This is an optimization exercise on Yosys and OpenROAD, whose aim is small area, not a production implementation. In this exercise RTL edits were held to simulation tests only and were not proved equivalent to the original. Power and IR drop assume default switching activity.

`flow/flow/run.sh`:
```
#!/bin/bash
# Layout flow: the standard ORFS flow (standard.sh) with three changes
# that only affect cell sizing/selection, not the design or constraints:
#  - synthesis maps logic with an area-oriented ABC script (flow/abc_area.script)
#    instead of ORFS's speed script, and leaves adders to ABC instead of
#    extracting them into half/full-adder cells (ADDER_MAP_FILE empty);
#    everything else in synthesis is unchanged (same synth_recipe.tcl, same
#    registers and names);
#  - port buffers use the smallest buffer cell (buf_1);
#  - clock tree uses small clock buffers and no dummy loads.
set -euo pipefail
HERE=$(pwd)
SCRIPT=$HERE/flow/abc_area.script

# ORFS synth.tcl with the ABC script swapped
sed "s#log_cmd abc {\*}\$abc_args#log_cmd abc {*}[lreplace \$abc_args 1 1 $SCRIPT]#" \
    "$FLOW_HOME/scripts/synth.tcl" > "$HERE/synth_area.tcl"
grep -q "abc_area.script" "$HERE/synth_area.tcl"
# The standard flow's synthesis script, sourcing the patched synth.tcl
sed "s#\$::env(SCRIPTS_DIR)/synth.tcl#$HERE/synth_area.tcl#" synth_recipe.tcl > "$HERE/synth_recipe_area.tcl"
grep -q "synth_area.tcl" "$HERE/synth_recipe_area.tcl"

bash standard.sh \
    SYNTH_SCRIPT="$HERE/synth_recipe_area.tcl" \
    ADDER_MAP_FILE= \
    "BUFFER_PORTS_ARGS=-buffer_cell sky130_fd_sc_hd__buf_1" \
    "CTS_ARGS=-sink_clustering_enable -repair_clock_nets -dont_use_dummy_load -buf_list sky130_fd_sc_hd__clkbuf_8" \
    finish > "$HERE/standard.log" 2>&1
```
`flow/flow/abc_area.script`:
```
strash
&get -n
&deepsyn -T 20
&put
&get -n
&dch -f
&nf -R 1000
&put
```
`flow/standard.sh`:
```
#!/bin/bash
# synth_recipe.tcl (not shown) runs the flow's synth.tcl, then flattens the netlist and writes it again
# the make line also repeats each setting of config.mk as NAME=value (left out here)
make -C /OpenROAD-flow-scripts/flow DESIGN_CONFIG=/design/flow/config.mk WORK_HOME=/design/flow/orfs CLKGATE_MAP_FILE= SYNTH_SCRIPT=/design/flow/synth_recipe.tcl "${@:-finish}"
```
`flow/config.mk`:
```
export PLATFORM = sky130hd
export DESIGN_NAME = PongGame_Board1
export DESIGN_NICKNAME = PongGame_Board1
export VERILOG_FILES = /design/flow/design.v
export SDC_FILE = /design/flow/constraint.sdc
export NUM_CORES = 4
export LEC_CHECK = 0
export CAP_MARGIN = 20
export CORE_MARGIN = 2
export CORE_UTILIZATION = 40
export SLEW_MARGIN = 20
```
`flow/constraint.sdc`:
```
create_clock -name core_clock -period 10.0 [get_ports {clock}]
set_input_delay 2.0000 -clock core_clock [delete_from_list [all_inputs] [get_ports {clock}]]
set_output_delay 2.0000 -clock core_clock [all_outputs]
set_load 0.01 [all_outputs]
```
`flow/design.v`:
```
module M_ticks(input clock, input reset, output pix, output pmove_tick, output bally_tick,
               output ballx_tick, output vga_clk);
    reg [2:0] q8;
    reg [4:0] a25;
    reg [2:0] b5;
    wire a_wrap = a25[4] & a25[3];                           
    wire b_wrap = b5[2];                                     
    assign pix        = ~q8[0];
    assign pmove_tick = a_wrap & ~q8[2] & q8[1] & q8[0];     
    assign bally_tick = a_wrap & b_wrap & ~q8[0];            
    assign ballx_tick = a_wrap & b_wrap & ~q8[1] & q8[0];    
    always @(posedge clock) begin
        if (reset) begin
            q8 <= 3'd0;
            a25 <= 5'd0;
            b5 <= 3'd0;
        end else begin
            q8 <= q8 + 3'd1;
            a25 <= a_wrap ? 5'd0 : a25 + 5'd1;
            if (a_wrap) b5 <= b_wrap ? 3'd0 : b5 + 3'd1;
        end
    end
    assign vga_clk = q8[0];
endmodule
module M_vga(input clock, input reset, input pix, output reg [9:0] h, output reg [9:0] v,
             output reg hs, output reg vs, output inD);
    wire h_end = (h[9] & ~h[8] & h[7] & h[4] & h[3] & h[2] & h[1] & h[0]);      
    wire v_end = (~v[9] & v[8] & v[7] & v[6] & v[5] & v[4] & v[2] & v[1]);      
    wire [9:0] th, tv;
    assign th[0] = pix;
    assign tv[0] = pix & h_end;
    genvar i;
    generate for (i = 1; i < 10; i = i + 1) begin : g
        assign th[i] = th[i-1] & h[i-1];
        assign tv[i] = tv[i-1] & v[i-1];
    end endgenerate
    always @(posedge clock) begin
        if (reset | (pix & h_end)) h <= 10'd895;
        else h <= h ^ th;
        if (reset | (pix & h_end & v_end)) v <= 10'd1001;
        else v <= v ^ tv;
        if (reset) begin
            hs <= 1'b0;
            vs <= 1'b0;
        end else if (pix) begin
            hs <= ((h >= 10'd991) | (h < 10'd672));
            vs <= ((v >= 10'd1003) | (v < 10'd503));
        end
    end
    assign inD = ((h >= 10'd16) & (h < 10'd656)) & ((v >= 10'd12) & (v < 10'd492));
endmodule
module M_bally(input clock, input reset, input gameOver, input yt0, output reg [8:0] by);
    reg yDir;
    wire yt = yt0 & ~gameOver;
    wire yEdge = yDir ? (by[8] & by[7] & by[6] & by[1] & by[0]) : (~by[8] & ~by[7] & ~by[6] & ~by[4] & ~by[3] & ~by[2] & ~by[1]);
    wire [8:0] ty;
    assign ty[0] = yt & ~yEdge;
    genvar gi;
    generate for (gi = 1; gi < 9; gi = gi + 1) begin : g_ty
        assign ty[gi] = ty[gi-1] & (by[gi-1] ^ ~yDir);
    end endgenerate
    always @(posedge clock) begin
        if (reset | gameOver) by <= 9'd242;
        else by <= by ^ ty;
        if (reset) yDir <= 1'b0;
        else if (yt & yEdge) yDir <= ~yDir;
    end
endmodule
module M_ballx(input clock, input reset, input gameOver, input newGame, input inPlay, input ballx_tick,
               input coll, output reg [9:0] bx, output reg xDir, output reg [3:0] s0, output reg [3:0] s1);
    wire xt = ballx_tick & inPlay & ~gameOver;
    wire xEdge = xDir ? (bx[9] & bx[6] & bx[5] & bx[4] & bx[1]) : (~bx[9] & ~bx[8] & ~bx[7] & ~bx[6] & ~bx[4] & ~bx[3] & ~bx[2] & ~bx[1] & ~bx[0]);
    wire [9:0] tx;
    assign tx[0] = xt & ~xEdge;
    genvar gi;
    generate for (gi = 1; gi < 10; gi = gi + 1) begin : g_tx
        assign tx[gi] = tx[gi-1] & (bx[gi-1] ^ ~xDir);
    end endgenerate
    wire miss = xt & xEdge & ~coll;
    wire newG = ballx_tick & newGame;
    always @(posedge clock) begin
        if (reset | gameOver | newG | miss) bx <= 10'd326;
        else bx <= bx ^ tx;
        if (reset) xDir <= 1'b0;
        else if (xt & xEdge & coll) xDir <= ~xDir;
        if (reset | newG) begin
            s0 <= 4'd0;
            s1 <= 4'd0;
        end else if (miss) begin
            if (xDir) s0 <= s0 + 4'd1;
            else s1 <= s1 + 4'd1;
        end
    end
endmodule
module M_paddle(input clock, input rst, input pmove, input [1:0] mv, output reg [8:0] p);
    wire up = ~mv[0];
    wire dn = mv[0] & ~mv[1];
    wire [8:0] t;
    assign t[0] = pmove & (up ? ~(~p[8] & ~p[7] & ~p[6] & ~p[4] & ~p[3] & ~p[2] & ~p[1]) : (dn & ~(p[8] & p[7] & p[2] & p[1] & p[0])));
    genvar gi;
    generate for (gi = 1; gi < 9; gi = gi + 1) begin : g_tp
        assign t[gi] = t[gi-1] & (p[gi-1] ^ up);
    end endgenerate
    always @(posedge clock) begin
        if (rst) p <= 9'd241;
        else p <= p ^ t;
    end
endmodule
module M_sub(input pix, input psel1, input [9:0] h, input [9:0] v, input [9:0] bx, input [8:0] by,
             input [8:0] p0, input [8:0] p1, input xDir, input pcol,
             output in20, output in80, output coll, output xin);
    wire selP1 = pix ? psel1 : xDir;
    wire [8:0] psel = selP1 ? p1 : p0;
    wire [8:0] bsel = (pix & ~pcol) ? by : psel;
    wire [9:0] asel = pix ? v : {1'b0, by};
    wire [9:0] bb = ~{1'b0, bsel};
    wire [10:0] c;
    wire [9:0] d;
    assign c[0] = 1'b1;
    genvar i;
    generate for (i = 0; i < 10; i = i + 1) begin : g
        wire p = asel[i] ^ bb[i];
        assign d[i] = p ^ c[i];
        assign c[i+1] = p ? c[i] : asel[i];
    end endgenerate
    assign in20 = (d < 10'd20);
    assign in80 = (d < 10'd80);
    assign coll = in80 | (d >= 10'd1005);    
    wire [9:0] bb2 = ~bx;
    wire [10:0] c2;
    wire [9:0] dbx;
    assign c2[0] = 1'b1;
    generate for (i = 0; i < 10; i = i + 1) begin : g2
        wire p = h[i] ^ bb2[i];
        assign dbx[i] = p ^ c2[i];
        assign c2[i+1] = p ? c2[i] : h[i];
    end endgenerate
    assign xin = (dbx < 10'd15);
endmodule
module M_text(input [9:0] h, input [9:0] v, output t_common, output t_1, output t_2,
              output inBorder, output pcol);
    wire t_p = ((h == 10'd258) & ((v >= 10'd162) & (v < 10'd242))) | ((h == 10'd288) & ((v >= 10'd162) & (v < 10'd202))) |
               (((v == 10'd162) | (v == 10'd202)) & ((h >= 10'd258) & (h < 10'd288)));
    assign t_1 = (h == 10'd302) & ((v >= 10'd162) & (v < 10'd242));
    assign t_2 = ((h == 10'd302) & ((v >= 10'd202) & (v < 10'd242))) | ((h == 10'd332) & ((v >= 10'd162) & (v < 10'd202))) |
               (((v == 10'd162) | (v == 10'd202) | (v == 10'd242)) & ((h >= 10'd302) & (h < 10'd332)));
    wire t_w = (((h == 10'd224) | (h == 10'd254)) & ((v >= 10'd262) & (v < 10'd342))) | ((v == 10'd342) & ((h >= 10'd224) & (h < 10'd254))) |
               ((h == 10'd239) & ((v >= 10'd302) & (v < 10'd342)));
    wire t_i = (h == 10'd268) & ((v >= 10'd262) & (v < 10'd342));
    wire t_n = (((h == 10'd292) | (h == 10'd322)) & ((v >= 10'd262) & (v < 10'd342))) | ((v == 10'd262) & ((h >= 10'd292) & (h < 10'd322)));
    wire t_s = ((h == 10'd336) & ((v >= 10'd262) & (v < 10'd302))) | ((h == 10'd366) & ((v >= 10'd302) & (v < 10'd342))) |
               (((v == 10'd262) | (v == 10'd302) | (v == 10'd342)) & ((h >= 10'd336) & (h < 10'd366)));
    assign t_common = t_p | t_w | t_i | t_n | t_s;
    assign inBorder =
        (((h == 10'd26) | (h == 10'd646)) & ((v >= 10'd32) & (v < 10'd472))) |
        (((v == 10'd32) | (v == 10'd472)) & ((h >= 10'd26) & (h < 10'd646)));
    assign pcol = ((h >= 10'd27) & (h < 10'd32)) | ((h >= 10'd641) & (h < 10'd646));
endmodule
module M_out(input clock, input reset, input pix, input inD, input gameOver, input p0_win, input p1_win,
             input [2:0] p0_colour, input [2:0] p1_colour, input psel1, input xin, input in20, input in80,
             input pcol, input t_common, input t_1, input t_2, input inBorder, output reg [2:0] rgb);
    wire ballHit = inD & xin & in20;
    wire padHit = inD & pcol & in80;
    wire anyBox = ballHit | padHit;
    wire [2:0] f0 = p0_colour | {~|p0_colour, 2'b00};     
    wire [2:0] f1 = p1_colour | {~|p1_colour, 2'b00};
    wire [2:0] boxCol = {3{ballHit}} | ({3{padHit}} & (psel1 ? f1 : f0));
    wire winDraw = inD & ((p0_win & (t_common | t_1)) | (p1_win & (t_common | t_2)));
    wire [2:0] winCol = p0_win ? f0 : f1;
    reg [2:0] col;
    reg isBox;
    always @(posedge clock) begin
        if (pix) begin
            col <= {3{inD & inBorder}} | (gameOver ? ({3{winDraw}} & winCol) : boxCol);
            isBox <= ~gameOver & anyBox;
        end else if (gameOver & isBox) begin
            col <= 3'd0;
            isBox <= 1'b0;
        end
    end
    always @(posedge clock) begin
        if (reset) rgb <= 3'd0;
        else if (pix) rgb <= inD ? col : 3'd0;
    end
endmodule
module M_hex(input [3:0] s, output [6:0] hex0, output [9:0] led);
    assign hex0[0] = ~s[3] & ~s[1] & (s[2] ^ s[0]);
    assign hex0[1] = s[2] & (s[1] ^ s[0]);
    assign hex0[2] = ~s[3] & ~s[2] & s[1] & ~s[0];
    assign hex0[3] = (s[0] & ~(s[2] ^ s[1])) | (s[2] & ~s[1] & ~s[0]) | (s[3] & s[1]);
    assign hex0[4] = s[0] | (s[2] & ~s[1]);
    assign hex0[5] = (s[1] & s[0]) | (~s[3] & ~s[2] & (s[1] | s[0]));
    assign hex0[6] = (~s[3] & ~s[2] & ~s[1]) | (s[2] & s[1] & s[0]);
    assign led = {s[3] & s[1], s[3] & (s[1] | s[0]), s[3], s[3] | (s[2] & s[1] & s[0]),
                  s[3] | (s[2] & s[1]), s[3] | (s[2] & (s[1] | s[0])), s[3] | s[2],
                  s[3] | s[2] | (s[1] & s[0]), s[3] | s[2] | s[1], |s};
endmodule
module PongGame_Board1 (
    input clock,
    input reset,             
    input [1:0] p0_move,
    input [1:0] p1_move,
    input [2:0] p0_colour,
    input [2:0] p1_colour,
    input p0_play,
    input p1_play,
    output [6:0] hex0,
    output [6:0] hex5,
    output [6:0] hex4,
    output [9:0] led,
    output [3:0] p1_scoreOut,
    output vga_clk,
    output vga_hs,
    output vga_vs,
    output [7:0] vga_R,
    output [7:0] vga_G,
    output [7:0] vga_B
);
    wire pix, pmove_tick, bally_tick, ballx_tick;
    M_ticks u_ticks(.clock(clock), .reset(reset), .pix(pix), .pmove_tick(pmove_tick),
                    .bally_tick(bally_tick), .ballx_tick(ballx_tick), .vga_clk(vga_clk));
    wire [9:0] h, v;
    wire inD;
    M_vga u_vga(.clock(clock), .reset(reset), .pix(pix), .h(h), .v(v), .hs(vga_hs), .vs(vga_vs), .inD(inD));
    wire [9:0] bx;
    wire [8:0] by, p0, p1;
    wire xDir;
    wire [3:0] s0, s1;
    wire inPlay = p0_play & p1_play;
    wire p0_win = s0[3] & s0[1];         
    wire p1_win = s1[3] & s1[1];
    wire win = p0_win | p1_win;
    wire gameOver = win & inPlay;
    wire newGame = win & ~inPlay;
    wire psel1 = h[9];      
    wire in20, in80, coll, xin, pcol, t_common, t_1, t_2, inBorder;
    M_bally u_bally(.clock(clock), .reset(reset), .gameOver(gameOver), .yt0(bally_tick & inPlay), .by(by));
    M_ballx u_ballx(.clock(clock), .reset(reset), .gameOver(gameOver), .newGame(newGame), .inPlay(inPlay),
                    .ballx_tick(ballx_tick), .coll(coll), .bx(bx), .xDir(xDir), .s0(s0), .s1(s1));
    M_paddle u_p0(.clock(clock), .rst(reset | gameOver), .pmove(pmove_tick & inPlay), .mv(p0_move), .p(p0));
    M_paddle u_p1(.clock(clock), .rst(reset | gameOver), .pmove(pmove_tick & inPlay), .mv(p1_move), .p(p1));
    M_sub u_sub(.pix(pix), .psel1(psel1), .h(h), .v(v), .bx(bx), .by(by), .p0(p0), .p1(p1), .xDir(xDir),
                .pcol(pcol), .in20(in20), .in80(in80), .coll(coll), .xin(xin));
    M_text u_text(.h(h), .v(v), .t_common(t_common), .t_1(t_1), .t_2(t_2), .inBorder(inBorder), .pcol(pcol));
    wire [2:0] rgb;
    M_out u_out(.clock(clock), .reset(reset), .pix(pix), .inD(inD), .gameOver(gameOver), .p0_win(p0_win),
                .p1_win(p1_win), .p0_colour(p0_colour), .p1_colour(p1_colour), .psel1(psel1), .xin(xin),
                .in20(in20), .in80(in80), .pcol(pcol), .t_common(t_common), .t_1(t_1), .t_2(t_2),
                .inBorder(inBorder), .rgb(rgb));
    M_hex u_hex(.s(s0), .hex0(hex0), .led(led));
    assign p1_scoreOut = s1;
    assign hex5 = 7'b0001100;    
    assign hex4 = 7'b1111001;    
    assign vga_R = {8{rgb[2]}};
    assign vga_G = {8{rgb[1]}};
    assign vga_B = {8{rgb[0]}};
endmodule
```
==> summary.md, run 1 <==
| Metric | Value |
|---|---|
| Outcome | finished clean |
| DRC violations left | 0 |
| Resized cells post-CTS | 0 |
| Cell row count | 42 |
| Die outline area | 14800 sq um |
| Final worst-path cycle share | 65.4% |
| Sinks on the clock net | 87 |
| Hold path startpoint | u_ticks.a25[0] |
| Sum of overflow across all layers after global routing | 0 |
| Minimum clock period | 6.54 ns |
| Worst setup skew after layout | 0.0229 ns |
| Cts bufs inserted | 9 |
| Latest clock arrival within the worst-skew pair | 0.39 ns |
| Mean area per synthesized cell | 7.50 sq um |
| RR Startpoint | u_vga.h[5] |
| Data arrival, critical path | 6.80 ns |
| Y dimension of the die | 121 microns |
| Internal reg-to-reg setup slack | 3.46 ns |
| Setup TNS after final layout | 0 ns |
| Placement Setup Slack | 3.57 ns |
| Count of warnings emitted by yosys | 6 |
| First-pass GRT wire length | 23.4 mm |
| Die width | 121 microns |
| Register clock-pin slew on the reported worst setup and hold paths | 0.10 ns |
| Leakage power of the design | 2.02 nW |
| Cts-stage hold buffer count | 0 |
| Worst reg2reg path depth | 27 |
| Endpoint type of the worst setup path | flop |
| Number of cells traversed by the worst hold path | 1 |
| Achievable Freq | 153 MHz |
| Register area share after synthesis | 32.3% |
| H-tree depth reported by CTS | 3 |
| Maximum number of buffers from clock root to sink | 2 |
| Ratio of cells with drive above 1 in the final layout | 1.41% |
| Element type at the critical path start | flop |
| Total of endpoints with negative setup slack in the final report | 0 |
| FFs w/ async S/R, synth | 0% |
| Antenna violations before repair | 0 |
| Commonest register cell after synthesis | sky130_fd_sc_hd__dfxtp_1 |
| Total inserted antenna cells | 0 |
| Antenna Nets Post-Route | 0 |
| Final Routed Wirelength | 14.0 mm |
| Critical path start-end classification | flop to flop |
| Post CTS Setup Buffer Count | 0 |
| Total count of max-transition violations in the final report | 0 |
| Vias per inst | 5.65 |
| Power density over cell area | 121 nW/um^2 |
| Hold worst-path end | u_ticks.a25[0] |
| Maximum number of pins on one net before global-route repair | 23 |
| Yosys reg bits | 87 |
| Worst hold path class | flop to flop |
| Count of endpoints failing hold in the final timing report | 0 |
| Total of buffers placed on input and output ports | 61 |
| Number of enable-type register cells in the synthesized netlist | 4 |
| Starting utilization of the core area | 41.3% |
| Total of fill cells in the finished design | 1381 |
| Post-DR wirelength/cell | 14.6 microns |
| Area overhead of the layout relative to synthesis | 6.39% |
| # Max-Cap Violations | 0 |
| Final setup slack of the worst path | 3.46 ns |
| Number of distinct library cells after synthesis | 56 |
| Post-synth design cell area | 5520 sq um |
| RSZ-0062 raised after global routing | false |
| I/O pin cnt | 76 |
| Total routing resource utilization after global routing | 19.8% |
| Max rail drop VDD | 0.0597 mV |
| Number of global-route vias before repair | 4812 |
| Violation count after the first detailed-routing iteration | 457 |
| First-pass iteration count of the detailed router | 5 |
| Number of nets in the layout | 798 |
| Clock tree root buffer cell | sky130_fd_sc_hd__clkbuf_8 |
| Crit path required time | 10.26 ns |
| Terminus of the critical flop-to-flop path | u_ballx.bx[2] |
| Measured slew at the worst slew-check pin | 1.02 ns |
| Core region area | 13300 sq um |
| Routability congestion estimate | 0.927 |
| HPWL reported at the end of detailed placement | 10.4 mm |
| Crit-path max FO | 15 |
| Count of mapped cells out of synthesis | 736 |
| Vias post-DR | 5409 |
| Worst relative slew slack | 31.7% |
| CTS tree | built |
## cell type report
type                    instances  area [sq um]  area share, %
multi-input cells             611          3460           58.9
inverters                      13          48.8          0.831
clock buffers                   9           124           2.11
repair buffers                 62           236           4.03
flip-flops and latches         87          1780           30.3
well taps                     176           220           3.75
## layer usage
layer,track usage (%),share of wire [%]
met5,0,0
met4,6.75,2.1
met3,5.17,5.4
met2,32.5,46
met1,25.1,46
## per-stage QoR
stage               hold slack, ns  util, %  std cells  cell area (sq um)  total power, W
floorplan                    0.430        -        748               5560        0.000489
global placement             0.441     43.0        949               5740        0.000514
detailed placement           0.465     43.0        949               5740        0.000519
CTS                          0.479     44.0        958               5870        0.000716
global route                 0.501     44.0        958               5870        0.000752
finish                       0.482     44.0        958               5870        0.000712
## state kept, by name (all words and copies together), names as in the netlist, 3 cells and up
register	count
u_ticks.q8	3
u_ballx.s1	4
u_p1.p	9
u_out.rgb	3
u_ticks.a25	5
u_ticks.b5	3
u_out.col	3
u_ballx.s0	4
u_p0.p	9
u_bally.by	9
u_ballx.bx	10
u_vga.v	10
u_vga.h	10
## cell families (layout without fill, tap and decap cells)
logic type               after synthesis  in the layout  share of synthesized area [%]
AND/OR/NAND/NOR                      334            334                           28.8
AO/OA/AOI/OAI                        193            193                           21.2
flip-flops                            87             87                           32.3
XOR/XNOR                              59             59                           9.63
buffers and inverters                 50             84                           5.92
multiplexers                          10             10                           1.86
other                                  2             14                          0.136
adder cells (fa/ha/maj)                1              1                          0.181
## worst max-delay path: stages, from the launching register on
cell	delay (ns)
sky130_fd_sc_hd__dfxtp_1	0.48
sky130_fd_sc_hd__nor3_1	0.38
sky130_fd_sc_hd__nand2_1	0.16
sky130_fd_sc_hd__nor3b_1	0.31
sky130_fd_sc_hd__nor2_1	0.07
sky130_fd_sc_hd__a21oi_1	0.65
sky130_fd_sc_hd__nor2_1	0.27
sky130_fd_sc_hd__a22oi_1	0.30
sky130_fd_sc_hd__o21ai_0	0.15
sky130_fd_sc_hd__a22o_1	0.19
sky130_fd_sc_hd__o21ai_0	0.12
sky130_fd_sc_hd__nor2_1	0.08
sky130_fd_sc_hd__a21oi_1	0.21
sky130_fd_sc_hd__maj3_1	0.25
sky130_fd_sc_hd__nor2_1	0.05
sky130_fd_sc_hd__a21oi_1	0.20
sky130_fd_sc_hd__a21oi_1	0.14
sky130_fd_sc_hd__xnor2_1	0.25
sky130_fd_sc_hd__a21oi_1	0.10
sky130_fd_sc_hd__o21bai_1	0.19
sky130_fd_sc_hd__nand2_1	0.11
sky130_fd_sc_hd__a211oi_1	0.22
sky130_fd_sc_hd__o21ai_0	0.16
sky130_fd_sc_hd__nor2_1	0.18
sky130_fd_sc_hd__a41oi_1	0.08
sky130_fd_sc_hd__nor2b_1	0.20
sky130_fd_sc_hd__or3_1	0.49
sky130_fd_sc_hd__or3b_1	0.41
## cell usage in the layout (no fill, tap or decap), types with 8 or more instances in the layout
| cell type | instances |
|---|---|
| sky130_fd_sc_hd__nor2_1 | 105 |
| sky130_fd_sc_hd__dfxtp_1 | 83 |
| sky130_fd_sc_hd__nand2_1 | 76 |
| sky130_fd_sc_hd__o21ai_0 | 66 |
| sky130_fd_sc_hd__a21oi_1 | 61 |
| sky130_fd_sc_hd__buf_1 | 61 |
| sky130_fd_sc_hd__xnor2_1 | 29 |
| sky130_fd_sc_hd__xor2_1 | 29 |
| sky130_fd_sc_hd__nand3_1 | 28 |
| sky130_fd_sc_hd__nor3_1 | 28 |
| sky130_fd_sc_hd__nand2b_1 | 17 |
| sky130_fd_sc_hd__and3_1 | 14 |
| sky130_fd_sc_hd__conb_1 | 14 |
| sky130_fd_sc_hd__clkinv_1 | 13 |
| sky130_fd_sc_hd__nor4_1 | 11 |
| sky130_fd_sc_hd__nor2b_1 | 10 |
| sky130_fd_sc_hd__or3_1 | 9 |
| sky130_fd_sc_hd__nand4_1 | 9 |
| sky130_fd_sc_hd__clkbuf_8 | 9 |
| sky130_fd_sc_hd__mux2i_1 | 8 |
| sky130_fd_sc_hd__a22o_1 | 8 |
## worst max path at each step
stage                          start  slack, ns  cells past startpoint            end
after floorplan           u_vga.h[5]       4.59                     27  u_ballx.bx[2]
after global placement    u_vga.h[5]       3.96                     27  u_ballx.bx[2]
after detailed placement  u_vga.h[5]       3.57                     27  u_ballx.bx[2]
after CTS                 u_vga.h[5]       3.56                     27  u_ballx.bx[2]
after global routing      u_vga.h[5]       2.73                     27  u_ballx.bx[2]
final                     u_vga.h[5]       3.46                     27  u_ballx.bx[2]
## report_power, final
group | internal, W | switching [W]
sequential | 0.000359 | 0.0000279
clock | 0.0000807 | 0.000118
combinational | 0.0000497 | 0.0000767
## synthesized netlist by cell type (7+ instances only)
cell type                  number  area (sq um)
sky130_fd_sc_hd__and3_1        14          87.6
sky130_fd_sc_hd__nor2b_1       10          62.6
sky130_fd_sc_hd__mux2i_1        8          80.1
sky130_fd_sc_hd__clkinv_1      13          48.8
sky130_fd_sc_hd__xnor2_1       29           254
sky130_fd_sc_hd__nor4_1        11          68.8
sky130_fd_sc_hd__nand3_1       28           140
sky130_fd_sc_hd__xor2_1        29           254
sky130_fd_sc_hd__a22o_1         8          70.1
sky130_fd_sc_hd__nor2_1       105           394
sky130_fd_sc_hd__o21ai_0       66           330
sky130_fd_sc_hd__dfxtp_1       83          1660
sky130_fd_sc_hd__nand2b_1      17           106
sky130_fd_sc_hd__or3_1          9          56.3
sky130_fd_sc_hd__nand4_1        9          56.3
sky130_fd_sc_hd__nor3_1        28           140
sky130_fd_sc_hd__a22oi_1        7          52.6
sky130_fd_sc_hd__a21oi_1       61           305
sky130_fd_sc_hd__buf_4         37           278
sky130_fd_sc_hd__nand2_1       76           285
==> run 2: changes to the inputs <==
--- a/flow/flow/run.sh
+++ b/flow/flow/run.sh
@@ -25,2 +25,3 @@
     ADDER_MAP_FILE= \
+    SKIP_REPAIR_TIE_FANOUT=1 \
     "BUFFER_PORTS_ARGS=-buffer_cell sky130_fd_sc_hd__buf_1" \
==> run 2 against run 1 <==
Clock power grew 2%. Total power grew 0.76%. Sequential share of layout area grew 0.23 points. Critical path type unchanged. Critical endpoint unchanged. Largest power group unchanged.
==> summary.md, run 2 <==
| Metric | Value |
|---|---|
| Antenna Nets Post-Route | 0 |
| Final Power | 0.000718 W |
| Met2 wire length | 6.95 mm |
| Yosys reg bits | 87 |
| Data arrival, critical path | 6.98 ns |
| Sequential cell fraction of total power | 53.9% |
| Part of the total power dissipated in the clock network | 28.2% |
| Power share of the combinational group | 17.8% |
| Y dimension of the die | 121 microns |
| Total of endpoints with negative setup slack in the final report | 0 |
| Number of distinct library cells after synthesis | 56 |
| First-pass iteration count of the detailed router | 5 |
| Crit path required time | 10.26 ns |
| RSZ-0062 raised after global routing | false |
| Achievable Freq | 149 MHz |
| Violation count after the first detailed-routing iteration | 359 |
| Mean area per synthesized cell | 7.50 sq um |
| Maximum number of pins on one net before global-route repair | 23 |
| Worst setup startpoint | u_vga.h[5] |
| Crit-path max FO | 15 |
| Cell row count | 42 |
| Register area | 1780 sq um |
| Most frequent standard cell in the layout excluding fill and tap cells | sky130_fd_sc_hd__nor2_1 |
| FFs w/ async S/R, synth | 0% |
| Yosys top cell by area | sky130_fd_sc_hd__dfxtp_1 |
| Top-area cell type share of the netlist area | 30.1% |
| HPWL reported at the end of detailed placement | 10.7 mm |
| Latest clock arrival within the worst-skew pair | 0.38 ns |
| Number of nets in the layout | 786 |
| Number of global-route vias before repair | 4756 |
| Final Routed Wirelength | 14.4 mm |
| Total net switching power | 0.000228 W |
| Count of warnings emitted by yosys | 6 |
| Count of mapped cells out of synthesis | 736 |
| Cell count along the critical path | 27 |
| Largest registers in the final layout | u_ballx.bx: 10 flops, u_vga.h: 10 flops, u_vga.v: 10 flops |
| Crit path capture | u_ballx.bx[2] |
| Maximum number of buffers from clock root to sink | 2 |
| Top area cells in the synthesized netlist | sky130_fd_sc_hd__dfxtp_1 30%, sky130_fd_sc_hd__nor2_1 7.1%, sky130_fd_sc_hd__o21ai_0 6.0% |
| Setup TNS after final layout | 0 ns |
| Total of buffers placed on input and output ports | 61 |
| Most numerous cell in the Yosys netlist | sky130_fd_sc_hd__nor2_1 |
| Total inserted antenna cells | 0 |
| Element type at the critical path start | flop |
| Worst hold path class | flop to flop |
| Vias post-DR | 5346 |
| Most used standard cells in the synthesized netlist | 105 x sky130_fd_sc_hd__nor2_1, 83 x sky130_fd_sc_hd__dfxtp_1, 76 x sky130_fd_sc_hd__nand2_1 |
| Die outline area | 14800 sq um |
| Commonest register cell after synthesis | sky130_fd_sc_hd__dfxtp_1 |
| Clock tree root buffer cell | sky130_fd_sc_hd__clkbuf_8 |
| Sum of overflow across all layers after global routing | 0 |
| DRC violations left | 0 |
| Worst setup skew after layout | 0.0140 ns |
| Final worst-path cycle share | 67.2% |
| Total routing resource utilization after global routing | 19.9% |
| Internal power contribution | 0.000490 W |
| Number of enable-type register cells in the synthesized netlist | 4 |
| Post-DR wirelength/cell | 15.3 microns |
| Internal reg-to-reg setup slack | 3.28 ns |
| Minimum clock period | 6.72 ns |
| Terminus of the critical flop-to-flop path | u_ballx.bx[2] |
| RR Startpoint | u_vga.h[5] |
| Measured slew at the worst slew-check pin | 0.966 ns |
| Post-synth design cell area | 5520 sq um |
| Metal-1 WL | 6.37 mm |
| Max rail drop VDD | 0.0803 mV |
| Die width | 121 microns |
| Starting utilization of the core area | 41.3% |
| Cts bufs inserted | 9 |
| Core region area | 13300 sq um |
| Area of the multi-input gates | 3420 sq um |
| Resized cells post-CTS | 0 |
| Ratio of cells with drive above 1 in the final layout | 1.43% |
| Post CTS Setup Buffer Count | 0 |
| Highest cell delay on the worst timing path | 0.68 ns |
| Register clock-pin slew on the reported worst setup and hold paths | 0.09 ns |
| Critical path start-end classification | flop to flop |
| Power density over cell area | 123 nW/um^2 |
| Met3 wirelength from detailed routing | 769 microns |
| Total of fill cells in the finished design | 1380 |
| Routability congestion estimate | 0.939 |
| First-pass GRT wire length | 23.2 mm |
| I/O pin cnt | 76 |
| Register area share after synthesis | 32.3% |
| Outcome | finished clean |
| Most frequent cells in the layout | 105 x sky130_fd_sc_hd__nor2_1, 83 x sky130_fd_sc_hd__dfxtp_1, 76 x sky130_fd_sc_hd__nand2_1, 66 x sky130_fd_sc_hd__o21ai_0 |
| Count of endpoints failing hold in the final timing report | 0 |
| Worst reg2reg path depth | 27 |
| CTS tree | built |
| Worst path top cell family by delay | compound AO/OA/AOI/OAI gates |
| Endpoint type of the worst setup path | flop |
| Total count of max-transition violations in the final report | 0 |
| Cell with the largest stage delay on the worst path | sky130_fd_sc_hd__a21oi_1 |
| Leakage power of the design | 1.98 nW |
| Net Sw Frac | 31.8% |
| # Max-Cap Violations | 0 |
| Highest metal used | met4 |
| Cts-stage hold buffer count | 0 |
| Worst relative slew slack | 35.4% |
| Antenna violations before repair | 0 |
| Area overhead of the layout relative to synthesis | 5.58% |
| Sum of buffers and inverters on the critical path | 0 |
| Vias per inst | 5.65 |
| H-tree depth reported by CTS | 3 |
| Sinks on the clock net | 87 |
run 2: through the flow:
stage	setup slack [ns]	cell area, sq um	utilization (%)	hold WS [ns]	std cells
floorplan	4.59	5520	-	0.430	736
global placement	3.96	5700	42.7	0.445	937
detailed placement	3.49	5700	42.7	0.462	937
CTS	3.46	5820	43.6	0.474	946
global route	2.75	5830	43.7	0.508	946
finish	3.28	5830	43.7	0.475	946
run 2: cells by family after synthesis:
logic type	after synthesis	share of synthesized area, %
compound gates	193	21.2
simple gates	334	28.8
mux	10	1.86
flops	87	32.3
fa+ha+maj	1	0.181
other cells	2	0.136
buf+inv	50	5.92
xor+xnor	59	9.63
run 2: layout make-up:
cell class	count	area share (%)
Clock buffer	9	2.13
Sequential cell	87	30.6
Multi-Input combinational cell	599	58.6
Inverter	13	0.837
Timing Repair Buffer	62	4.06
Tap cell	176	3.78
run 2: worst min-delay path by stage:
stage | from | slack, ns | cells after the start | end
6_report | u_ticks.a25[1] | 0.47 | 1 | u_ticks.a25[1]
5_1_grt | u_ballx.s1[2] | 0.51 | 1 | u_ballx.s1[2]
4_1_cts | u_ticks.a25[1] | 0.47 | 1 | u_ticks.a25[1]
3_5_place_dp | u_ticks.a25[1] | 0.46 | 1 | u_ticks.a25[1]
3_3_place_gp | u_ticks.a25[0] | 0.45 | 1 | u_ticks.a25[0]
2_1_floorplan | u_ticks.a25[0] | 0.43 | 1 | u_ticks.a25[0]
run 2: power groups by stage:
stage | Combinational, W | Sequential, W | Clock [W]
finish | 0.000128 | 0.000387 | 0.000203
global placement | 0.000122 | 0.000393 | 0
floorplan | 0.000100 | 0.000388 | 0
CTS | 0.000126 | 0.000386 | 0.000210
detailed placement | 0.000125 | 0.000394 | 0
global route | 0.000142 | 0.000390 | 0.000222
run 2: routing by layer:
metal,up-vias,global-route usage (%)
met5,-,0
met3,27,4.75
met2,157,33.3
li1,2694,-
met4,0,8.33
met1,2468,24.3
==> run 3: changes to the inputs <==
--- a/flow/flow/run.sh
+++ b/flow/flow/run.sh
@@ -27,3 +27,3 @@
     "BUFFER_PORTS_ARGS=-buffer_cell sky130_fd_sc_hd__buf_1" \
-    "CTS_ARGS=-sink_clustering_enable -repair_clock_nets -dont_use_dummy_load -buf_list sky130_fd_sc_hd__clkbuf_8" \
+    "CTS_ARGS=-sink_clustering_enable -repair_clock_nets -dont_use_dummy_load -buf_list sky130_fd_sc_hd__clkbuf_16 -sink_clustering_size 50 -sink_clustering_max_diameter 500" \
     finish > "$HERE/standard.log" 2>&1
==> run 3 against run 2 <==
Die area unchanged. Synthesized cell count unchanged. Worst hold slack lost 0.0038 ns. Largest cell class unchanged. Clock-buffer cell count unchanged. Clock skew is 0.0045 ns lower. Via count rose by 0.17%. Fmax down 0.22%.
==> summary.md, run 3 <==
| Metric | Value |
|---|---|
| Outcome | finished clean |
| Placed Area | 5700 sq um |
| Die outline area | 14800 sq um |
| Leakage power of the design | 2.02 nW |
| First-pass GRT wire length | 23.2 mm |
| Post CTS Setup Buffer Count | 0 |
| Number of nets in the layout | 786 |
| Measured slew at the worst slew-check pin | 0.944 ns |
| # Max-Cap Violations | 0 |
| Area of the multi-input gates | 3420 sq um |
| Count of mapped cells out of synthesis | 736 |
| Most frequent cells in the layout | 105 x sky130_fd_sc_hd__nor2_1, 83 x sky130_fd_sc_hd__dfxtp_1, 76 x sky130_fd_sc_hd__nand2_1, 66 x sky130_fd_sc_hd__o21ai_0 |
| Maximum number of buffers from clock root to sink | 2 |
| DRC violations left | 0 |
| Worst relative slew slack | 36.8% |
| Total count of max-transition violations in the final report | 0 |
| Cts-stage hold buffer count | 0 |
| Post-DR wirelength/cell | 15.2 microns |
| Total of fill cells in the finished design | 1367 |
| Post-synth design cell area | 5520 sq um |
| Core region area | 13300 sq um |
| Resized cells post-CTS | 0 |
| Ratio of cells with drive above 1 in the final layout | 1.43% |
| I/O pin cnt | 76 |
| Sum of overflow across all layers after global routing | 0 |
| Total routing resource utilization after global routing | 19.9% |
| Vias per inst | 5.66 |
| Power density over cell area | 135 nW/um^2 |
| Total inserted antenna cells | 0 |
| Utilization after layout | 44.4% |
| Yosys top cell by area | sky130_fd_sc_hd__dfxtp_1 |
| Routability congestion estimate | 0.939 |
| Simple-gate area share of the yosys netlist | 28.8% |
| Endpoint type of the worst setup path | flop |
| Final Routed Wirelength | 14.4 mm |
| Starting utilization of the core area | 41.3% |
| Sinks on the clock net | 87 |
| Element type at the critical path start | flop |
| Y dimension of the die | 121 microns |
| Register area | 1780 sq um |
| Worst hold path class | flop to flop |
| Yosys reg bits | 87 |
| Antenna Nets Post-Route | 0 |
| Crit path required time | 10.22 ns |
| Cts bufs inserted | 9 |
| Largest registers in the final layout | u_ballx.bx: 10 flops, u_vga.h: 10 flops, u_vga.v: 10 flops |
| Number of global-route vias before repair | 4752 |
| Number of distinct library cells after synthesis | 56 |
| Post-synthesis compound-gate area fraction | 21.2% |
| Minimum clock period | 6.73 ns |
| Mean area per synthesized cell | 7.50 sq um |
| CTS tree | built |
| Register clock-pin slew on the reported worst setup and hold paths | 0.06 ns |
| Final worst-path cycle share | 67.3% |
| Data arrival, critical path | 6.96 ns |
| First-pass iteration count of the detailed router | 5 |
| H-tree depth reported by CTS | 3 |
| Cell row count | 42 |
| Area overhead of the layout relative to synthesis | 7.41% |
| Total of endpoints with negative setup slack in the final report | 0 |
| Number of enable-type register cells in the synthesized netlist | 4 |
| Xor-xnor portion of the synthesized cell area | 9.64% |
| Violation count after the first detailed-routing iteration | 412 |
| Most frequent standard cell in the layout excluding fill and tap cells | sky130_fd_sc_hd__nor2_1 |
| Clock tree root buffer cell | sky130_fd_sc_hd__clkbuf_16 |
| Setup TNS after final layout | 0 ns |
| Count of endpoints failing hold in the final timing report | 0 |
| Maximum number of pins on one net before global-route repair | 23 |
| Crit-path max FO | 15 |
| Worst setup skew after layout | 0.00951 ns |
| Total non-filler cell area in the finished layout | 5930 sq um |
| FFs w/ async S/R, synth | 0% |
| HPWL reported at the end of detailed placement | 10.7 mm |
| Mux share of post-synthesis cell area | 1.86% |
| Highest cell delay on the worst timing path | 0.67 ns |
| Most numerous cell in the Yosys netlist | sky130_fd_sc_hd__nor2_1 |
| RSZ-0062 raised after global routing | false |
| Cell with the largest stage delay on the worst path | sky130_fd_sc_hd__a21oi_1 |
| Max rail drop VDD | 0.0858 mV |
| Dominant combinational cell family by area after synthesis | simple AND/OR/NAND/NOR gates |
| Final Hold Slack | 0.471 ns |
| Vias post-DR | 5355 |
| Worst path top cell family by delay | compound AO/OA/AOI/OAI gates |
| Total of buffers placed on input and output ports | 61 |
| Sum of buffers and inverters on the critical path | 0 |
| Commonest register cell after synthesis | sky130_fd_sc_hd__dfxtp_1 |
| Most used standard cells in the synthesized netlist | 105 x sky130_fd_sc_hd__nor2_1, 83 x sky130_fd_sc_hd__dfxtp_1, 76 x sky130_fd_sc_hd__nand2_1 |
| Die width | 121 microns |
| Latest clock arrival within the worst-skew pair | 0.35 ns |
| Post-synthesis adder-cell area fraction | 0.181% |
| Antenna violations before repair | 0 |
| Critical path start-end classification | flop to flop |
| Count of warnings emitted by yosys | 6 |
| Top-area cell type share of the netlist area | 30.1% |
| Register area share after synthesis | 32.3% |
| Top area cells in the synthesized netlist | sky130_fd_sc_hd__dfxtp_1 30%, sky130_fd_sc_hd__nor2_1 7.1%, sky130_fd_sc_hd__o21ai_0 6.0% |
| Achievable Freq | 149 MHz |
run 3: cell counts after synthesis:
Identical to the previous run, type by type.
run 3: layout make-up:
| type | instances | share of cell area, % |
|---|---|---|
| well taps | 176 | 3.71 |
| repair buffers | 62 | 3.99 |
| inverters | 13 | 0.823 |
| multi-input cells | 599 | 57.6 |
| flip-flops and latches | 87 | 30.1 |
| clock buffers | 9 | 3.80 |
run 3: final timing paths:
check,from,end,slack [ns],cells after the start
worst min register to register,u_ticks.a25[1],u_ticks.a25[1],0.47,1
worst max-delay path,u_vga.h[5],u_ballx.bx[2],3.27,27
worst max register to register,u_vga.h[5],u_ballx.bx[2],3.27,27
worst min-delay path,u_ticks.a25[1],u_ticks.a25[1],0.47,1
run 3: kinds of logic (layout without fill, tap and decap cells):
logic type,after synthesis,count (layout)
buffers and inverters,50,84
DFF,87,87
muxes,10,10
other,2,2
and+or+nand+nor,334,334
AOI/OAI and AO/OA,193,193
adders and majority gates,1,1
xor gates and xnor gates,59,59
run 3: worst reg2reg max path, stage by stage (launching register included):
cell and delay, ns:
sky130_fd_sc_hd__dfxtp_1 0.48, sky130_fd_sc_hd__nor3_1 0.42, sky130_fd_sc_hd__nand2_1 0.17, sky130_fd_sc_hd__nor3b_1 0.30, sky130_fd_sc_hd__nor2_1 0.07, sky130_fd_sc_hd__a21oi_1 0.67, sky130_fd_sc_hd__nor2_1 0.29, sky130_fd_sc_hd__a22oi_1 0.35
sky130_fd_sc_hd__o21ai_0 0.15, sky130_fd_sc_hd__a22o_1 0.20, sky130_fd_sc_hd__o21ai_0 0.12, sky130_fd_sc_hd__nor2_1 0.07, sky130_fd_sc_hd__a21oi_1 0.21, sky130_fd_sc_hd__maj3_1 0.26, sky130_fd_sc_hd__nor2_1 0.06, sky130_fd_sc_hd__a21oi_1 0.22
sky130_fd_sc_hd__a21oi_1 0.14, sky130_fd_sc_hd__xnor2_1 0.24, sky130_fd_sc_hd__a21oi_1 0.10, sky130_fd_sc_hd__o21bai_1 0.20, sky130_fd_sc_hd__nand2_1 0.12, sky130_fd_sc_hd__a211oi_1 0.24, sky130_fd_sc_hd__o21ai_0 0.15, sky130_fd_sc_hd__nor2_1 0.16
sky130_fd_sc_hd__a41oi_1 0.09, sky130_fd_sc_hd__nor2b_1 0.21, sky130_fd_sc_hd__or3_1 0.51, sky130_fd_sc_hd__or3b_1 0.42
run 3: report_power, final:
group / internal (W) / switching [W]
registers: 0.000360 / 0.0000277
logic: 0.0000497 / 0.0000780
clock network: 0.000158 / 0.000129
total: 0.000568 / 0.000235
run 3: per-stage QoR:
| stage | power (W) | setup WS, ns | instances |
|---|---|---|---|
| 2_1_floorplan | 0.000489 | 4.59 | 736 |
| 3_3_place_gp | 0.000515 | 3.96 | 937 |
| 3_5_place_dp | 0.000520 | 3.49 | 937 |
| 4_1_cts | 0.000810 | 3.46 | 946 |
| 5_1_grt | 0.000844 | 2.75 | 946 |
| 6_report | 0.000803 | 3.27 | 946 |
run 3: per-layer routing:
layer | global-route usage (%) | part of all wire, %
met5 | 0 | 0
met2 | 33.4 | 48
met1 | 24.3 | 45
met4 | 6.75 | 2.0
met3 | 5.73 | 5.1
==> run 4: changes to the inputs <==
--- a/flow/flow/run.sh
+++ b/flow/flow/run.sh
@@ -27,3 +27,3 @@
     "BUFFER_PORTS_ARGS=-buffer_cell sky130_fd_sc_hd__buf_1" \
-    "CTS_ARGS=-sink_clustering_enable -repair_clock_nets -dont_use_dummy_load -buf_list sky130_fd_sc_hd__clkbuf_16 -sink_clustering_size 50 -sink_clustering_max_diameter 500" \
+    "CTS_ARGS=-sink_clustering_enable -repair_clock_nets -dont_use_dummy_load -buf_list sky130_fd_sc_hd__clkbuf_8 -sink_clustering_size 30 -sink_clustering_max_diameter 300 -sink_clustering_levels 1" \
     finish > "$HERE/standard.log" 2>&1
==> run 4 against run 3 <==
Still clean on timing, DRC and antenna. Non-clock buffer count unchanged. Global-route usage stayed put. Sequential power is essentially flat. Clock-buffer cell count stayed put. Utilization down 0.76 points. Routed wire length rose by 0.13%. Final area shrank 1.7%. Total power shrank 11%. Clock power down about 30%. Largest power group unchanged. Highest routed layer unchanged.
==> summary.md, run 4 <==
| Metric | Value |
|---|---|
| Top-area cell type share of the netlist area | 30.1% |
| Count of warnings emitted by yosys | 6 |
| Register clock-pin slew on the reported worst setup and hold paths | 0.09 ns |
| I/O pin cnt | 76 |
| Sum of overflow across all layers after global routing | 0 |
| Cell with the largest stage delay on the worst path | sky130_fd_sc_hd__a21oi_1 |
| Total net switching power | 0.000228 W |
| Mean area per synthesized cell | 7.50 sq um |
| Clock tree root buffer cell | sky130_fd_sc_hd__clkbuf_8 |
| Worst hold path class | flop to flop |
| Data arrival, critical path | 6.98 ns |
| FFs w/ async S/R, synth | 0% |
| Leakage power of the design | 1.98 nW |
| Internal power contribution | 0.000490 W |
| First-pass GRT wire length | 23.2 mm |
| Register area share after synthesis | 32.3% |
| Final Power | 0.000718 W |
| Setup TNS after final layout | 0 ns |
| Area overhead of the layout relative to synthesis | 5.58% |
| Total of fill cells in the finished design | 1380 |
| First-pass iteration count of the detailed router | 5 |
| Die width | 121 microns |
| Total inserted antenna cells | 0 |
| Post-DR wirelength/cell | 15.3 microns |
| Final worst-path cycle share | 67.2% |
| Antenna violations before repair | 0 |
| Sinks on the clock net | 87 |
| Total of buffers placed on input and output ports | 61 |
| Hold worst-path end | u_ticks.a25[1] |
| Worst reg2reg path depth | 27 |
| Total routing resource utilization after global routing | 19.9% |
| Total count of max-transition violations in the final report | 0 |
| Most frequent standard cell in the layout excluding fill and tap cells | sky130_fd_sc_hd__nor2_1 |
| RR Startpoint | u_vga.h[5] |
| Maximum number of pins on one net before global-route repair | 23 |
| CTS tree | built |
| Sequential cell fraction of total power | 53.9% |
| Resized cells post-CTS | 0 |
| Total of endpoints with negative setup slack in the final report | 0 |
| Met2 wire length | 6.95 mm |
| Latest clock arrival within the worst-skew pair | 0.38 ns |
| Post CTS Setup Buffer Count | 0 |
| Max rail drop VDD | 0.0803 mV |
| Outcome | finished clean |
| Worst setup skew after layout | 0.0140 ns |
| Number of enable-type register cells in the synthesized netlist | 4 |
| Element type at the critical path start | flop |
| Count of endpoints failing hold in the final timing report | 0 |
| Measured slew at the worst slew-check pin | 0.966 ns |
| Power share of the combinational group | 17.8% |
| HPWL reported at the end of detailed placement | 10.7 mm |
| DRC violations left | 0 |
| Internal reg-to-reg setup slack | 3.28 ns |
| Endpoint type of the worst setup path | flop |
| # Max-Cap Violations | 0 |
| Number of distinct library cells after synthesis | 56 |
| H-tree depth reported by CTS | 3 |
| Routability congestion estimate | 0.939 |
| Violation count after the first detailed-routing iteration | 359 |
| Vias post-DR | 5346 |
| Most used standard cells in the synthesized netlist | 105 x sky130_fd_sc_hd__nor2_1, 83 x sky130_fd_sc_hd__dfxtp_1, 76 x sky130_fd_sc_hd__nand2_1 |
| Antenna Nets Post-Route | 0 |
| Yosys top cell by area | sky130_fd_sc_hd__dfxtp_1 |
| Cts-stage hold buffer count | 0 |
| Final setup slack of the worst path | 3.28 ns |
| Terminus of the critical flop-to-flop path | u_ballx.bx[2] |
| Cts bufs inserted | 9 |
| Vias per inst | 5.65 |
| Placement Setup Slack | 3.49 ns |
| Worst relative slew slack | 35.4% |
| Count of mapped cells out of synthesis | 736 |
| Die outline area | 14800 sq um |
| Most frequent cells in the layout | 105 x sky130_fd_sc_hd__nor2_1, 83 x sky130_fd_sc_hd__dfxtp_1, 76 x sky130_fd_sc_hd__nand2_1, 66 x sky130_fd_sc_hd__o21ai_0 |
| Starting utilization of the core area | 41.3% |
| Cell row count | 42 |
| Achievable Freq | 149 MHz |
| Core region area | 13300 sq um |
| Largest registers in the final layout | u_ballx.bx: 10 flops, u_vga.h: 10 flops, u_vga.v: 10 flops |
| Commonest register cell after synthesis | sky130_fd_sc_hd__dfxtp_1 |
| Crit-path max FO | 15 |
| Most numerous cell in the Yosys netlist | sky130_fd_sc_hd__nor2_1 |
| Top area cells in the synthesized netlist | sky130_fd_sc_hd__dfxtp_1 30%, sky130_fd_sc_hd__nor2_1 7.1%, sky130_fd_sc_hd__o21ai_0 6.0% |
| Utilization after layout | 43.7% |
| Final Routed Wirelength | 14.4 mm |
| Part of the total power dissipated in the clock network | 28.2% |
| Number of cells traversed by the worst hold path | 1 |
| Metal-1 WL | 6.37 mm |
| Highest cell delay on the worst timing path | 0.68 ns |
| Maximum number of buffers from clock root to sink | 2 |
| Highest metal used | met4 |
| Number of global-route vias before repair | 4756 |
| Worst setup startpoint | u_vga.h[5] |
| Hold path startpoint | u_ticks.a25[1] |
| Power density over cell area | 123 nW/um^2 |
| Minimum clock period | 6.72 ns |
| Yosys reg bits | 87 |
| Met3 wirelength from detailed routing | 769 microns |
| Y dimension of the die | 121 microns |
| Ratio of cells with drive above 1 in the final layout | 1.43% |
| Net Sw Frac | 31.8% |
| Number of nets in the layout | 786 |
| RSZ-0062 raised after global routing | false |
| Post-synth design cell area | 5520 sq um |
| Crit path required time | 10.26 ns |
| Critical path start-end classification | flop to flop |
## run 4: power by group through the flow
stage	logic, W	registers, W	clock network [W]
global route	0.000142	0.000390	0.000222
floorplan	0.000100	0.000388	0
CTS	0.000126	0.000386	0.000210
finish	0.000128	0.000387	0.000203
detailed placement	0.000125	0.000394	0
global placement	0.000122	0.000393	0
## run 4: kinds of logic after synthesis
kind of cell | synth area share [%]
xor gates and xnor gates | 9.63
adders and majority gates | 0.181
muxes | 1.86
other | 0.136
buffers and inverters | 5.92
DFF | 32.3
and+or+nand+nor | 28.8
AOI/OAI and AO/OA | 21.2
## run 4: layer usage
metal / global-route usage (%) / vias up
li1: - / 2694
met1: 24.3 / 2468
met2: 33.3 / 157
met3: 4.75 / 27
met4: 8.33 / 0
met5: 0 / -
## run 4: cell type report
class | instances | area (sq um) | share of cell area (%)
sequential | 87 | 1780 | 30.6
multi-input combinational | 599 | 3420 | 58.6
inverter | 13 | 48.8 | 0.837
timing repair buffer | 62 | 236 | 4.06
clock buffer | 9 | 124 | 2.13
tap | 176 | 220 | 3.78
## run 4: worst max-delay path, delay by kind of cell, from the launching register on
kind	cells	cell delay, ns
fa+ha+maj	1	0.25
flops	1	0.49
simple gates	12	2.77
compound gates	13	2.86
xor+xnor	1	0.24
## run 4: worst max path at each step
stage | end | slack [ns] | cells past startpoint
final | u_ballx.bx[2] | 3.28 | 27
after global routing | u_ballx.bx[2] | 2.75 | 27
after CTS | u_ballx.bx[2] | 3.46 | 27
after detailed placement | u_ballx.bx[2] | 3.49 | 27
after global placement | u_ballx.bx[2] | 3.96 | 27
after floorplan | u_ballx.bx[2] | 4.59 | 27
## run 4: per-stage QoR
stage               cell area (sq um)  std cells  hold slack, ns
floorplan                        5520        736           0.430
global placement                 5700        937           0.445
detailed placement               5700        937           0.462
CTS                              5820        946           0.474
global route                     5830        946           0.508
finish                           5830        946           0.475
==> run 5: changes to the inputs <==
==> flow/flow/run.sh (replaced) <==
#!/bin/bash
# Layout flow: the standard ORFS flow (standard.sh) with changes that only
# affect how the netlist is mapped and how cells are sized/selected, not the
# design, the constraints or the registers:
#  - synthesis maps logic with an area-oriented ABC script (flow/abc_area.script),
#    run with several random seeds, keeping the smallest result
#    (flow/multi_abc.tcl), instead of ORFS's speed script; adders are left to
#    ABC instead of being extracted into half/full-adder cells (ADDER_MAP_FILE
#    empty); everything else in synthesis is unchanged (same synth_recipe.tcl,
#    same registers and names);
#  - port buffers use the smallest buffer cell (buf_1);
#  - the constant outputs share one tie cell per value (no tie-fanout repair);
#  - the clock tree uses clkbuf_8 buffers and no dummy loads.
set -euo pipefail
HERE=$(pwd)
FLOWDIR=$HERE/flow

for s in 0 1 2 3 4 5; do
    sed "s/SEED/$s/" "$FLOWDIR/abc_area.script" > "$HERE/abc_seed_$s.script"
done

# ORFS synth.tcl with the ABC call replaced by the multi-seed mapping
sed "s#log_cmd abc {\*}\$abc_args#set my_flow_dir $HERE; source $FLOWDIR/multi_abc.tcl#" \
    "$FLOW_HOME/scripts/synth.tcl" > "$HERE/synth_area.tcl"
grep -q "multi_abc.tcl" "$HERE/synth_area.tcl"
# The standard flow's synthesis script, sourcing the patched synth.tcl
sed "s#\$::env(SCRIPTS_DIR)/synth.tcl#$HERE/synth_area.tcl#" synth_recipe.tcl > "$HERE/synth_recipe_area.tcl"
grep -q "synth_area.tcl" "$HERE/synth_recipe_area.tcl"

bash standard.sh \
    SYNTH_SCRIPT="$HERE/synth_recipe_area.tcl" \
    ADDER_MAP_FILE= \
    SKIP_REPAIR_TIE_FANOUT=1 \
    "BUFFER_PORTS_ARGS=-buffer_cell sky130_fd_sc_hd__buf_1" \
    "CTS_ARGS=-sink_clustering_enable -repair_clock_nets -dont_use_dummy_load -buf_list sky130_fd_sc_hd__clkbuf_8" \
    finish > "$HERE/standard.log" 2>&1
==> flow/flow/abc_area.script (replaced) <==
strash
&get -n
&deepsyn -S SEED -T 20
&put
&get -n
&dch -f
&nf -R 1000
&put
==> flow/flow/multi_abc.tcl (new file) <==
# Technology mapping with an area-oriented ABC script, tried with several
# random seeds of ABC's &deepsyn; the smallest mapped netlist is kept.
# Sourced by synth_area.tcl in place of ORFS's single "abc" call, with
# abc_args and lib_args as ORFS's synth.tcl sets them; my_flow_dir is
# set by run.sh.
design -save my_pre_abc
set my_best_area -1
set my_best_seed -1
foreach my_seed {0 1 2 3 4 5} {
  design -load my_pre_abc
  set my_script [file join $my_flow_dir abc_seed_$my_seed.script]
  log_cmd abc {*}[lreplace $abc_args 1 1 $my_script]
  set my_stat [tee -q -s result.string stat {*}$lib_args]
  if { ![regexp {Chip area for (?:top )?module '[^']*': ([0-9.]+)} $my_stat -> my_area] } {
    error "multi_abc: no area in stat output"
  }
  puts "multi_abc: seed $my_seed area $my_area"
  if { $my_best_area < 0 || $my_area < $my_best_area } {
    set my_best_area $my_area
    set my_best_seed $my_seed
    design -save my_best_abc
  }
}
design -load my_best_abc
puts "multi_abc: kept seed $my_best_seed area $my_best_area"
==> run 5 against run 4 <==
Clock skew did not move. Via count unchanged. Highest routed layer unchanged. Worst hold slack unchanged. Critical path type unchanged. Critical path depth is the same. Total power stayed put. Die area is the same. Fmax stayed put. Synthesized area unchanged. Clock-buffer cell count did not move. Final cell count unchanged. Final area did not move. Largest cell class unchanged. Critical endpoint unchanged.
==> summary.md, run 5 <==
| Metric | Value |
|---|---|
| Clock tree root buffer cell | sky130_fd_sc_hd__clkbuf_8 |
| Total of buffers placed on input and output ports | 61 |
| Worst setup skew after layout | 0.0140 ns |
| Final Routed Wirelength | 14.4 mm |
| Yosys top cell by area | sky130_fd_sc_hd__dfxtp_1 |
| Crit path required time | 10.26 ns |
| # Max-Cap Violations | 0 |
| Cts bufs inserted | 9 |
| Minimum clock period | 6.72 ns |
| Register area share after synthesis | 32.3% |
| Count of mapped cells out of synthesis | 736 |
| Number of distinct library cells after synthesis | 56 |
| Count of warnings emitted by yosys | 6 |
| Antenna violations before repair | 0 |
| Maximum number of buffers from clock root to sink | 2 |
| Top-area cell type share of the netlist area | 30.1% |
| Worst relative slew slack | 35.4% |
| Final standard cell count with taps included and fillers excluded | 946 |
| Most frequent cells in the layout | 105 x sky130_fd_sc_hd__nor2_1, 83 x sky130_fd_sc_hd__dfxtp_1, 76 x sky130_fd_sc_hd__nand2_1, 66 x sky130_fd_sc_hd__o21ai_0 |
| Measured slew at the worst slew-check pin | 0.966 ns |
| Yosys reg bits | 87 |
| Leakage power of the design | 1.98 nW |
| Sum of overflow across all layers after global routing | 0 |
| Mean area per synthesized cell | 7.50 sq um |
| First-pass GRT wire length | 23.2 mm |
| Max rail drop VDD | 0.0803 mV |
| Total of endpoints with negative setup slack in the final report | 0 |
| First-pass iteration count of the detailed router | 5 |
| I/O pin cnt | 76 |
| Starting utilization of the core area | 41.3% |
| Post-synth design cell area | 5520 sq um |
| Largest registers in the final layout | u_ballx.bx: 10 flops, u_vga.h: 10 flops, u_vga.v: 10 flops |
| Cell with the largest stage delay on the worst path | sky130_fd_sc_hd__a21oi_1 |
| Sinks on the clock net | 87 |
| Violation count after the first detailed-routing iteration | 359 |
| DRC violations left | 0 |
| HPWL reported at the end of detailed placement | 10.7 mm |
| Final Hold Slack | 0.475 ns |
| Vias per inst | 5.65 |
| Y dimension of the die | 121 microns |
| Endpoint type of the worst setup path | flop |
| Ratio of cells with drive above 1 in the final layout | 1.43% |
| Sum of buffers and inverters on the critical path | 0 |
| Area overhead of the layout relative to synthesis | 5.58% |
| Most frequent standard cell in the layout excluding fill and tap cells | sky130_fd_sc_hd__nor2_1 |
| Vias post-DR | 5346 |
| Cell count along the critical path | 27 |
| Number of nets in the layout | 786 |
| Achievable Freq | 149 MHz |
| Total routing resource utilization after global routing | 19.9% |
| Antenna Nets Post-Route | 0 |
| Element type at the critical path start | flop |
| FFs w/ async S/R, synth | 0% |
| Latest clock arrival within the worst-skew pair | 0.38 ns |
| Commonest register cell after synthesis | sky130_fd_sc_hd__dfxtp_1 |
| Die outline area | 14800 sq um |
| Most numerous cell in the Yosys netlist | sky130_fd_sc_hd__nor2_1 |
| Total inserted antenna cells | 0 |
| Number of global-route vias before repair | 4756 |
| Total count of max-transition violations in the final report | 0 |
| Routability congestion estimate | 0.939 |
| RSZ-0062 raised after global routing | false |
| Resized cells post-CTS | 0 |
| CTS tree | built |
| Most used standard cells in the synthesized netlist | 105 x sky130_fd_sc_hd__nor2_1, 83 x sky130_fd_sc_hd__dfxtp_1, 76 x sky130_fd_sc_hd__nand2_1 |
| Maximum number of pins on one net before global-route repair | 23 |
| Highest cell delay on the worst timing path | 0.68 ns |
| Die width | 121 microns |
| Worst path top cell family by delay | compound AO/OA/AOI/OAI gates |
| Cts-stage hold buffer count | 0 |
| Count of endpoints failing hold in the final timing report | 0 |
| H-tree depth reported by CTS | 3 |
| Post-DR wirelength/cell | 15.3 microns |
| Worst hold path class | flop to flop |
| Setup TNS after final layout | 0 ns |
| Top area cells in the synthesized netlist | sky130_fd_sc_hd__dfxtp_1 30%, sky130_fd_sc_hd__nor2_1 7.1%, sky130_fd_sc_hd__o21ai_0 6.0% |
| Critical path start-end classification | flop to flop |
| Core region area | 13300 sq um |
| Data arrival, critical path | 6.98 ns |
| Outcome | finished clean |
| Cell row count | 42 |
| Cell count after placement | 937 |
| Number of enable-type register cells in the synthesized netlist | 4 |
| Post CTS Setup Buffer Count | 0 |
| Power density over cell area | 123 nW/um^2 |
| Worst reg2reg path depth | 27 |
| Number of cells traversed by the worst hold path | 1 |
| Final worst-path cycle share | 67.2% |
| Register clock-pin slew on the reported worst setup and hold paths | 0.09 ns |
| Crit-path max FO | 15 |
==> run 5: cell counts after synthesis <==
No cell type changed its count.
==> run 5: cells by family (layout without fill, tap and decap cells) <==
kind of cell             count (synthesis)  in the layout  synth area share [%]
AO/OA/AOI/OAI                          193            193                  21.2
XOR/XNOR                                59             59                  9.63
adder cells (fa/ha/maj)                  1              1                 0.181
buffers and inverters                   50             84                  5.92
flip-flops                              87             87                  32.3
multiplexers                            10             10                  1.86
other                                    2              2                 0.136
AND/OR/NAND/NOR                        334            334                  28.8
==> run 5: metrics by stage <==
stage	total power [W]	utilization [%]	setup slack, ns	cell area (sq um)
3_5_place_dp	0.000520	42.7	3.49	5700
2_1_floorplan	0.000489	-	4.59	5520
3_3_place_gp	0.000515	42.7	3.96	5700
5_1_grt	0.000753	43.7	2.75	5830
4_1_cts	0.000723	43.6	3.46	5820
6_report	0.000718	43.7	3.28	5830
==> run 5: per-layer routing <==
metal,vias to the layer above,GRT usage [%],part of all wire (%)
met2,157,33.3,48
met4,0,8.33,2.3
met5,-,0,0
li1,2694,-,-
met1,2468,24.3,44
met3,27,4.75,5.3
==> run 5: worst paths after layout <==
| check | startpoint | to | slack (ns) |
|---|---|---|---|
| max | u_vga.h[5] | u_ballx.bx[2] | 3.28 |
| min | u_ticks.a25[1] | u_ticks.a25[1] | 0.47 |
| max reg2reg | u_vga.h[5] | u_ballx.bx[2] | 3.28 |
| min reg2reg | u_ticks.a25[1] | u_ticks.a25[1] | 0.47 |
==> run 5: power by group <==
group | switching [W] | internal (W)
Clock | 0.000122 | 0.0000807
Combinational | 0.0000782 | 0.0000497
Sequential | 0.0000279 | 0.000359
==> run 5: worst register-to-register path, cell delays in order (launching register included) <==
cell and delay, ns:
sky130_fd_sc_hd__dfxtp_1 0.49, sky130_fd_sc_hd__nor3_1 0.41, sky130_fd_sc_hd__nand2_1 0.17, sky130_fd_sc_hd__nor3b_1 0.30, sky130_fd_sc_hd__nor2_1 0.07, sky130_fd_sc_hd__a21oi_1 0.68, sky130_fd_sc_hd__nor2_1 0.29, sky130_fd_sc_hd__a22oi_1 0.34
sky130_fd_sc_hd__o21ai_0 0.17, sky130_fd_sc_hd__a22o_1 0.20, sky130_fd_sc_hd__o21ai_0 0.12, sky130_fd_sc_hd__nor2_1 0.07, sky130_fd_sc_hd__a21oi_1 0.21, sky130_fd_sc_hd__maj3_1 0.25, sky130_fd_sc_hd__nor2_1 0.06, sky130_fd_sc_hd__a21oi_1 0.22
sky130_fd_sc_hd__a21oi_1 0.14, sky130_fd_sc_hd__xnor2_1 0.24, sky130_fd_sc_hd__a21oi_1 0.10, sky130_fd_sc_hd__o21bai_1 0.20, sky130_fd_sc_hd__nand2_1 0.12, sky130_fd_sc_hd__a211oi_1 0.24, sky130_fd_sc_hd__o21ai_0 0.15, sky130_fd_sc_hd__nor2_1 0.16
sky130_fd_sc_hd__a41oi_1 0.09, sky130_fd_sc_hd__nor2b_1 0.21, sky130_fd_sc_hd__or3_1 0.51, sky130_fd_sc_hd__or3b_1 0.42
==> run 5: cell type report <==
class                      count  area (sq um)
clock buffer                   9           124
inverter                      13          48.8
fill                        1380          7520
timing repair buffer          62           236
multi-input combinational    599          3420
sequential                    87          1780
tap                          176           220

port drivers added, routing unchanged:
Ports are ideal in the flow. The routed layouts listed here were re-timed in OpenROAD.
Step 1: set_driving_cell puts a clkbuf_16 on clock and a buf_2 on each other input, an assumption about the parent block.
Step 2 times the ports against the registers' clock, not the clock port: input delays grow and output delays shrink by t, the midpoint of the rising clock arrivals with the driver on.
Three values: no drivers, after step 1, after step 2; two values: the first two.
| run | t, ns | slack for setup (ns) | worst hold slack (ns) |
|---|---|---|---|
| run 1 | 0.410 | 3.460 / 3.460 / 3.460 | 0.482 / 0.482 / 0.482 |
| run 2 | 0.415 | 3.282 / 3.282 / 3.282 | 0.475 / 0.475 / 0.475 |
| run 3 | 0.388 | 3.267 / 3.267 / 3.267 | 0.471 / 0.471 / 0.471 |
| run 4 | 0.415 | 3.282 / 3.282 / 3.282 | 0.475 / 0.475 / 0.475 |
| run 5 | 0.415 | 3.282 / 3.282 / 3.282 | 0.475 / 0.475 / 0.475 |
After both steps setup and hold are still met in every run listed.
